Background: an optimization exercise with open tools, aiming at small area, a short achievable clock period and few clock cycles. Do not read the settings as production practice. In this exercise RTL edits were held to simulation tests only and were not proved equivalent to the original.

==> flow/design.v (outline; a module is shown in full before it is edited, if it fits) <==
// module Milestone_1: 168 lines
// module m1_unit_rb: 228 lines
// module m1_unit_gb: 328 lines
// module m1_filter: 272 lines
module Milestone_1 (
   input  logic            Clock_50,
   input  logic            Resetn,
   input  logic            Initialize,
   input  logic   [15:0]   SRAM_read_data,
   output logic   [17:0]   SRAM_address,
   output logic   [15:0]   SRAM_write_data,
   output logic            SRAM_we_n,
   output logic            sim_done
);
  // ...
==> flow/flow/run.sh <==
#!/bin/bash
# Standard ORFS layout (the standard.sh, standard synthesis script) with a
# larger setup margin for OpenROAD's timing repair, so that repair works the
# design's own paths below the 14 ns constraint. The SDC is unchanged.
set -euo pipefail
MARGIN=$(cat flow/setup_margin.txt)
bash standard.sh SETUP_SLACK_MARGIN=$MARGIN finish > flow_make.log 2>&1
==> flow/flow/setup_margin.txt <==
7
==> flow/standard.sh <==
#!/bin/bash
# synth_recipe.tcl (not shown) runs the flow's synth.tcl, then flattens the netlist and writes it again
# the make line also repeats each setting of config.mk as NAME=value (left out here)
make -C /OpenROAD-flow-scripts/flow DESIGN_CONFIG=/design/flow/config.mk WORK_HOME=/design/flow/orfs CLKGATE_MAP_FILE= SYNTH_SCRIPT=/design/flow/synth_recipe.tcl "${@:-finish}"
==> flow/config.mk <==
export PLATFORM = sky130hd
export DESIGN_NAME = Milestone_1
export DESIGN_NICKNAME = Milestone_1
export VERILOG_FILES = /design/flow/design.v
export SDC_FILE = /design/flow/constraint.sdc
export NUM_CORES = 4
export LEC_CHECK = 0
export CAP_MARGIN = 20
export CORE_MARGIN = 2
export CORE_UTILIZATION = 40
export SLEW_MARGIN = 20
==> flow/constraint.sdc <==
create_clock -name core_clock -period 14.0 [get_ports {Clock_50}]
set_input_delay 2.8000 -clock core_clock [delete_from_list [all_inputs] [get_ports {Clock_50}]]
set_output_delay 2.8000 -clock core_clock [all_outputs]
set_load 0.01 [all_outputs]
==> flow_summary.toml, run 1 <==
[outcome]
outcome = "no timing/DRC/antenna violations"

[global_route]
antenna_found_initial = 4
gr-total-overflow = 0
grt_util_met2 = 0.368
grt_use_met1 = 0.275

[floorplan]
initial_utilization = 0.403

[routing]
met3_length_um = 3290
drc_errors = 0

[final_layout]
drive_above_1_share = 0.0733
buffers_excl_clock = 78
final_cell_mix = "inv_1 (369), fa_1 (266), nand2_1 (184), ha_1 (168), edfxtp_1 (136)"
num-nets-final = 2748
n_fill_cell = 5468
clkbuf_count = 35

[critical_path]
cp_common_cell = "fa_1"
crit_start = "ph[2]$_DFFE_PN0P_"
cp_top_family = "adder cells"
path_cells = "clkinv_1 > buf_4 > a21boi_0 > buf_4 > xnor2_1 > nand2_1 > xnor2_1 > fa_1 > fa_1 > fa_1 > inv_1 > fa_1 > ha_1 > o21a_1 > o22a_1 > a211oi_4 > o31ai_2 > or4b_4 > nand4_4 > nor2_1 > o22ai_1"
critPathCaptureType = "flop"
endpoint = "SRAM_write_data[15]$_DFF_P_"
critPathSlowestCell = "dfrtp_4"
r2r_slack_ns = 7.34

[clock_tree]
cts_inserted_buffers = 29
clkSlewWorstSetupHoldPaths_ns = 0.06

[worst_hold_path]
hold_path_end = "f2[3]$_DFF_P_"
whs_path_depth = 0

[place]
routabilityCongestion = 0.922

[timing]
drv_slew = 0
tns_ns = 0
layout_setup_ws_ns = 7.34

[synth]
synth_xor_area_frac = 0.0656
postSynth.asyncResetShare = 0.344
yosysUniqueCellTypes = 85
synth_fa_ha_area_frac = 0.322
Testbench counts, summed over its fixed seeds: cycles 776,644.
==> run 2: changes to the inputs <==
==> flow/run.sh (new file) <==
#!/bin/bash
# synth_recipe.tcl (not shown) runs the flow's synth.tcl, then flattens the netlist and writes it again
# the make line also repeats each setting of config.mk as NAME=value (left out here)
make -C /OpenROAD-flow-scripts/flow DESIGN_CONFIG=/design/flow/config.mk WORK_HOME=/design/flow/orfs CLKGATE_MAP_FILE= SYNTH_SCRIPT=/design/flow/synth_recipe.tcl finish
removed: flow/flow/run.sh
removed: flow/flow/setup_margin.txt
removed: flow/standard.sh
==> run 2 against run 1 <==
Net effect: highest routed layer unchanged; clock skew decreased by 0.0024 ns; synthesized cell count did not move; sequential cell count stayed put; register-to-register slack got worse by 0.72 ns.
==> flow_summary.toml, run 2 <==
[floorplan]
dieArea_sq_mm = 0.0600
rows = 88
initial_utilization = 0.403
fp.dieW_um = 245
fp.dieH_um = 245
core_sq_mm = 0.0576
io_pins = 55

[synth]
synthTopCellsByArea = "fa_1 (23%), edfxtp_1 (18%), ha_1 (9.1%), dfrtp_1 (8.4%), inv_1 (6.0%)"
synth_top_family_by_area = "adder cells"
synth_ff_type = "edfxtp_1"
yosys_register_bits = 259
yosysSeqAreaShare = 0.302
synth_area_sq_mm = 0.0232
synth_warnings = 3
synthSimpleGateAreaFrac = 0.0933
syn_inst = 2250
synth_fa_ha_area_frac = 0.322
yosysUniqueCellTypes = 85
synthMuxAreaShare = 0.0455
synth_compound_area_frac = 0.0999
postSynth.asyncResetShare = 0.344
synth_area_per_cell_sq_um = 10.3
synth-edff-count = 136
synth_common_cells = "inv_1 (369), fa_1 (266), nand2_1 (185)"
yosysMostFrequentCell = "inv_1"
synth_xor_area_frac = 0.0656
yosysTopAreaCell = "fa_1"
synth_top_area_share = 0.229

[timing]
drv_slew = 0
worstMarginPinSlew_ns = 1.11
max_freq_mhz = 136
setup_violations = 0
final-hold-violation-count = 0
slew_headroom = 0.238
finalCritPeriodShare = 0.527
grt_setup_unrepaired = "false"
period_minus_slack_ns = 7.37
tns_ns = 0
finClkSkew_ns = 0.0221

[global_route]
grt_max_degree = 81
grt_usage = 0.212
antenna_found_initial = 4
grt_pass1_vias = 16900
grt_pass1_wl_um = 98100
gr-total-overflow = 0

[routing]
ant_nets = 0
wl_um = 62500
drt_iter0_markers = 1255
routedWlPerCell_um = 20.3
drc_errors = 0
vias_per_cell = 5.26
vias = 16200
drt-pass1-iter-count = 5

[clock_tree]
cts_inserted_buffers = 29
ctsResizeCount = 0
root_buffer = "clkbuf_16"
cts.path.max_buffers = 3
clkSlewWorstSetupHoldPaths_ns = 0.06
cts_tree = "done"
cts-htree-levels = 1
clock_sinks = 259
cts_hold_buf = 0
postCtsSetupBuffers = 0
clk_latency_ns = 0.59

[critical_path]
crit_fanout = 53
critPathSlowestCell = "a2111oi_1"
r2r_start = "ph[0]$_DFFE_PN0P_"
reg2reg_to = "f1[8]$_DFF_P_"
critPathRequiredTime_ns = 14.47
crit_start = "ph[0]$_DFFE_PN0P_"
cpPeakStageDelay_ns = 0.77
critPathCaptureType = "flop"
cp.arrival_ns = 7.84
cp_common_cell = "fa_1"
r2r_slack_ns = 6.63
start_kind = "flop"
worst-path-buf-inv = 3
path_cells = "buf_4 > mux2i_1 > inv_1 > fa_1 > inv_1 > fa_1 > fa_1 > fa_1 > fa_1 > fa_1 > ha_1 > a21o_1 > a21oi_1 > o21ai_1 > a2111oi_1 > o31ai_1 > o21ai_1 > nand2b_1 > a21o_1 > xnor2_1"
critical_path_class = "flop to flop"
reg2reg_depth = 20
cp_top_family = "adder cells"

[place]
place_hpwl_um = 50000
port_buffers = 54
routabilityCongestion = 0.922
dp_cells = 3026

[final_layout]
reg_top3 = "uw: 48 flops, vw: 48 flops"
syn2layout_area_growth_pct = 10.2
instances_no_fill = 3080
n_fill_cell = 5479
diodes = 0
final_cell_mix = "inv_1 (369), fa_1 (266), nand2_1 (184), ha_1 (168), edfxtp_1 (136)"
layout_commonest_cell = "inv_1"
num-nets-final = 2745
drive_above_1_share = 0.0665

[worst_hold_path]
min_path_type = "flop to flop"
hp-start = "f1[3]$_DFF_P_"
hold_path_end = "f2[3]$_DFF_P_"
whs_path_depth = 0

[outcome]
outcome = "no timing/DRC/antenna violations"

[run]
maxCapViolCount = 0
run 2: worst max path at each step:
stage / to / slack (ns) / depth (start not counted)
2_1_floorplan: f1[8]$_DFF_P_ / 7.00 / 23
3_3_place_gp: f1[8]$_DFF_P_ / 6.74 / 19
3_5_place_dp: f1[8]$_DFF_P_ / 6.65 / 19
4_1_cts: f1[8]$_DFF_P_ / 6.61 / 20
5_1_grt: f1[8]$_DFF_P_ / 6.26 / 19
6_report: f1[8]$_DFF_P_ / 6.63 / 20
run 2: logic make-up after synthesis:
family                     Yosys count
other                                2
adders and majority gates          439
xor gates and xnor gates           174
buffers and inverters              440
DFF                                259
and+or+nand+nor                    471
muxes                               99
AOI/OAI and AO/OA                  366
run 2: worst reg2reg max path, cell delays in order (launching register included):
cell       delay, ns
dfrtp_4         0.72
buf_4           0.71
mux2i_1         0.38
inv_1           0.13
fa_1            0.49
inv_1           0.05
fa_1            0.47
fa_1            0.53
fa_1            0.45
fa_1            0.52
fa_1            0.42
ha_1            0.32
a21o_1          0.18
a21oi_1         0.13
o21ai_1         0.13
a2111oi_1       0.77
o31ai_1         0.26
o21ai_1         0.18
nand2b_1        0.10
a21o_1          0.21
xnor2_1         0.12
run 2: layout make-up:
cell class | count | area, sq um | share of cell area
tap | 765 | 957 | 0.0374
clock buffer | 35 | 769 | 0.0301
inverter | 372 | 1400 | 0.0546
timing repair buffer | 75 | 696 | 0.0272
clock inverter | 19 | 180 | 0.00704
multi-input combinational | 1555 | 14600 | 0.570
sequential | 259 | 7010 | 0.274
run 2: per-stage QoR:
step | hold WS, ns | cell area (sq um) | setup WS [ns] | util
3_5_place_dp | 0.367 | 24600 | 6.65 | 0.428
6_report | 0.368 | 25600 | 6.63 | 0.444
3_3_place_gp | 0.366 | 24600 | 6.74 | 0.428
2_1_floorplan | 0.351 | 23200 | 7.00 | -
4_1_cts | 0.360 | 25600 | 6.61 | 0.444
5_1_grt | 0.386 | 25600 | 6.26 | 0.444
run 2: routing by layer:
layer | track usage | part of all wire
met2 | 0.368 | 0.49
met1 | 0.274 | 0.42
met4 | 0.0730 | 0.035
met3 | 0.0262 | 0.053
met5 | 0 | 0.00051
==> run 3: changes to the inputs <==
--- a/flow/config.mk
+++ b/flow/config.mk
@@ -5,7 +5,9 @@
 export SDC_FILE = /design/flow/constraint.sdc
 export NUM_CORES = 4
 export LEC_CHECK = 0
+export ABC_CLOCK_PERIOD_IN_PS = 4000
 export CAP_MARGIN = 20
 export CORE_MARGIN = 2
 export CORE_UTILIZATION = 40
+export SETUP_SLACK_MARGIN = 5
 export SLEW_MARGIN = 20
==> run 3 against run 2 <==
Net effect: still clean; fmax unchanged; core utilization unchanged; setup slack is the same; non-clock buffer count did not move; first-iteration DRC count did not move; synthesized area unchanged; global-route usage stayed put; final area unchanged; largest cell class unchanged.
==> flow_summary.toml, run 3 <==
[timing]
worstMarginPinSlew_ns = 1.11
drv_slew = 0
setup_violations = 0
max_freq_mhz = 136
grt_setup_unrepaired = "false"
final-hold-violation-count = 0
tns_ns = 0
finClkSkew_ns = 0.0221
slew_headroom = 0.238
finalCritPeriodShare = 0.527
period_minus_slack_ns = 7.37

[final_layout]
instances_no_fill = 3080
fin_area_sq_mm = 0.0256
final_cell_mix = "inv_1 (369), fa_1 (266), nand2_1 (184), ha_1 (168), edfxtp_1 (136)"
num-nets-final = 2745
layout_commonest_cell = "inv_1"
drive_above_1_share = 0.0665
reg_top3 = "uw: 48 flops, vw: 48 flops"
fin_util = 0.444
syn2layout_area_growth_pct = 10.2
n_fill_cell = 5479
diodes = 0

[synth]
syn_inst = 2250
yosysMostFrequentCell = "inv_1"
yosys_register_bits = 259
synth_area_per_cell_sq_um = 10.3
synth_warnings = 3
synth_ff_type = "edfxtp_1"
postSynth.asyncResetShare = 0.344
yosysUniqueCellTypes = 85
synth-edff-count = 136
yosysTopAreaCell = "fa_1"
synth_common_cells = "inv_1 (369), fa_1 (266), nand2_1 (185)"
synthTopCellsByArea = "fa_1 (23%), edfxtp_1 (18%), ha_1 (9.1%), dfrtp_1 (8.4%), inv_1 (6.0%)"
synth_top_area_share = 0.229
yosysSeqAreaShare = 0.302
synth_area_sq_mm = 0.0232

[floorplan]
fp.dieW_um = 245
dieArea_sq_mm = 0.0600
rows = 88
io_pins = 55
initial_utilization = 0.403
fp.dieH_um = 245
core_sq_mm = 0.0576

[critical_path]
path_cells = "buf_4 > mux2i_1 > inv_1 > fa_1 > inv_1 > fa_1 > fa_1 > fa_1 > fa_1 > fa_1 > ha_1 > a21o_1 > a21oi_1 > o21ai_1 > a2111oi_1 > o31ai_1 > o21ai_1 > nand2b_1 > a21o_1 > xnor2_1"
crit_fanout = 53
critPathSlowestCell = "a2111oi_1"
reg2reg_to = "f1[8]$_DFF_P_"
cp_common_cell = "fa_1"
cpPeakStageDelay_ns = 0.77
cp_top_family = "adder cells"
cp.arrival_ns = 7.84
start_kind = "flop"
critPathCaptureType = "flop"
worst-path-buf-inv = 3
critPathRequiredTime_ns = 14.47
crit_cells = 20
r2r_slack_ns = 6.63
r2r_start = "ph[0]$_DFFE_PN0P_"
reg2reg_depth = 20
critical_path_class = "flop to flop"

[routing]
drc_errors = 0
vias = 16200
vias_per_cell = 5.26
routedWlPerCell_um = 20.3
drt-pass1-iter-count = 5
drt_iter0_markers = 1255
wl_um = 62500
ant_nets = 0

[worst_hold_path]
min_path_type = "flop to flop"
whs_path_depth = 0
hold_path_end = "f2[3]$_DFF_P_"
hp-start = "f1[3]$_DFF_P_"

[global_route]
grt_use_met1 = 0.274
grtUsageMet3 = 0.0262
grt_usage = 0.212
antenna_found_initial = 4
grt_pass1_wl_um = 98100
grt_util_met2 = 0.368
gr-total-overflow = 0
grt_max_degree = 81
top_usage_layer = "met2"
grt_pass1_vias = 16900

[clock_tree]
postCtsSetupBuffers = 0
root_buffer = "clkbuf_16"
cts-htree-levels = 1
cts.path.max_buffers = 3
clkSlewWorstSetupHoldPaths_ns = 0.06
clock_sinks = 259
cts_tree = "done"
cts_inserted_buffers = 29
ctsResizeCount = 0
clk_latency_ns = 0.59
cts_hold_buf = 0

[outcome]
outcome = "no timing/DRC/antenna violations"

[place]
port_buffers = 54
routabilityCongestion = 0.922
place_hpwl_um = 50000
dp_cells = 3026
place_area_sq_mm = 0.0246

[run]
maxCapViolCount = 0
run 3: cell families (layout without fill, tap and decap cells):
family / Yosys count / after routing / share of synthesized area
flops: 259 / 259 / 0.302
xor+xnor: 174 / 174 / 0.0656
fa+ha+maj: 439 / 439 / 0.322
buf+inv: 440 / 501 / 0.0715
compound gates: 366 / 366 / 0.0999
simple gates: 471 / 471 / 0.0933
other cells: 2 / 6 / 0.000323
mux: 99 / 99 / 0.0455
run 3: worst max-delay path by stage:
stage | startpoint | to | slack (ns)
after global placement | ph[0]$_DFFE_PN0P_ | f1[8]$_DFF_P_ | 6.74
after detailed placement | ph[0]$_DFFE_PN0P_ | f1[8]$_DFF_P_ | 6.65
after global routing | ph[0]$_DFFE_PN0P_ | f1[8]$_DFF_P_ | 6.26
final | ph[0]$_DFFE_PN0P_ | f1[8]$_DFF_P_ | 6.63
after CTS | ph[0]$_DFFE_PN0P_ | f1[8]$_DFF_P_ | 6.61
after floorplan | ph[0]$_DFFE_PN0P_ | f1[8]$_DFF_P_ | 7.00
run 3: cell type report:
class | count | area [sq um] | area share
clock inverters | 19 | 180 | 0.00704
flip-flops and latches | 259 | 7010 | 0.274
well taps | 765 | 957 | 0.0374
clock buffers | 35 | 769 | 0.0301
multi-input cells | 1555 | 14600 | 0.570
repair buffers | 75 | 696 | 0.0272
inverters | 372 | 1400 | 0.0546
run 3: per-layer routing:
layer  up-vias  share of wire
li1       7505              -
met1      8139           0.42
met2       444           0.49
met3       113          0.053
met4         6          0.035
met5         -        0.00051
run 3: stage by stage:
| stage | worst slack [ns] | hold WS (ns) |
|---|---|---|
| final | 6.63 | 0.368 |
| after global routing | 6.26 | 0.386 |
| after CTS | 6.61 | 0.360 |
| after detailed placement | 6.65 | 0.367 |
| after global placement | 6.74 | 0.366 |
| after floorplan | 7.00 | 0.351 |

==> re-timing with driven ports <==
Ports are ideal in the flow. The routed layouts listed here were re-timed in OpenROAD. Step 1 (the two cells are an assumption about what drives the block):
set clk [get_ports {Clock_50}]
set_driving_cell -lib_cell sky130_fd_sc_hd__clkbuf_16 $clk
set_driving_cell -lib_cell sky130_fd_sc_hd__buf_2 [delete_from_list [all_inputs] $clk]
Step 2 also shifts input and output timing later by t, the mid clock arrival at the registers, as if the neighbouring blocks saw the same clock. Three values: no drivers, after step 1, after step 2; two values: the first two.
run | shift t [ns] | setup slack, ns | worst hold slack (ns) | latest minus earliest clock arrival (ns) | worst slew at a driven data input, ns
run 1 | 0.637 | 7.344 / 7.344 / 7.344 | 0.366 / 0.366 / 0.366 | 0.026 / 0.027 | 0.10
run 2 | 0.635 | 6.627 / 6.627 / 6.627 | 0.368 / 0.368 / 0.368 | 0.023 / 0.024 | 0.11
run 3 | 0.635 | 6.627 / 6.627 / 6.627 | 0.368 / 0.368 / 0.368 | 0.023 / 0.024 | 0.11
After both steps setup and hold are still met in every run listed.
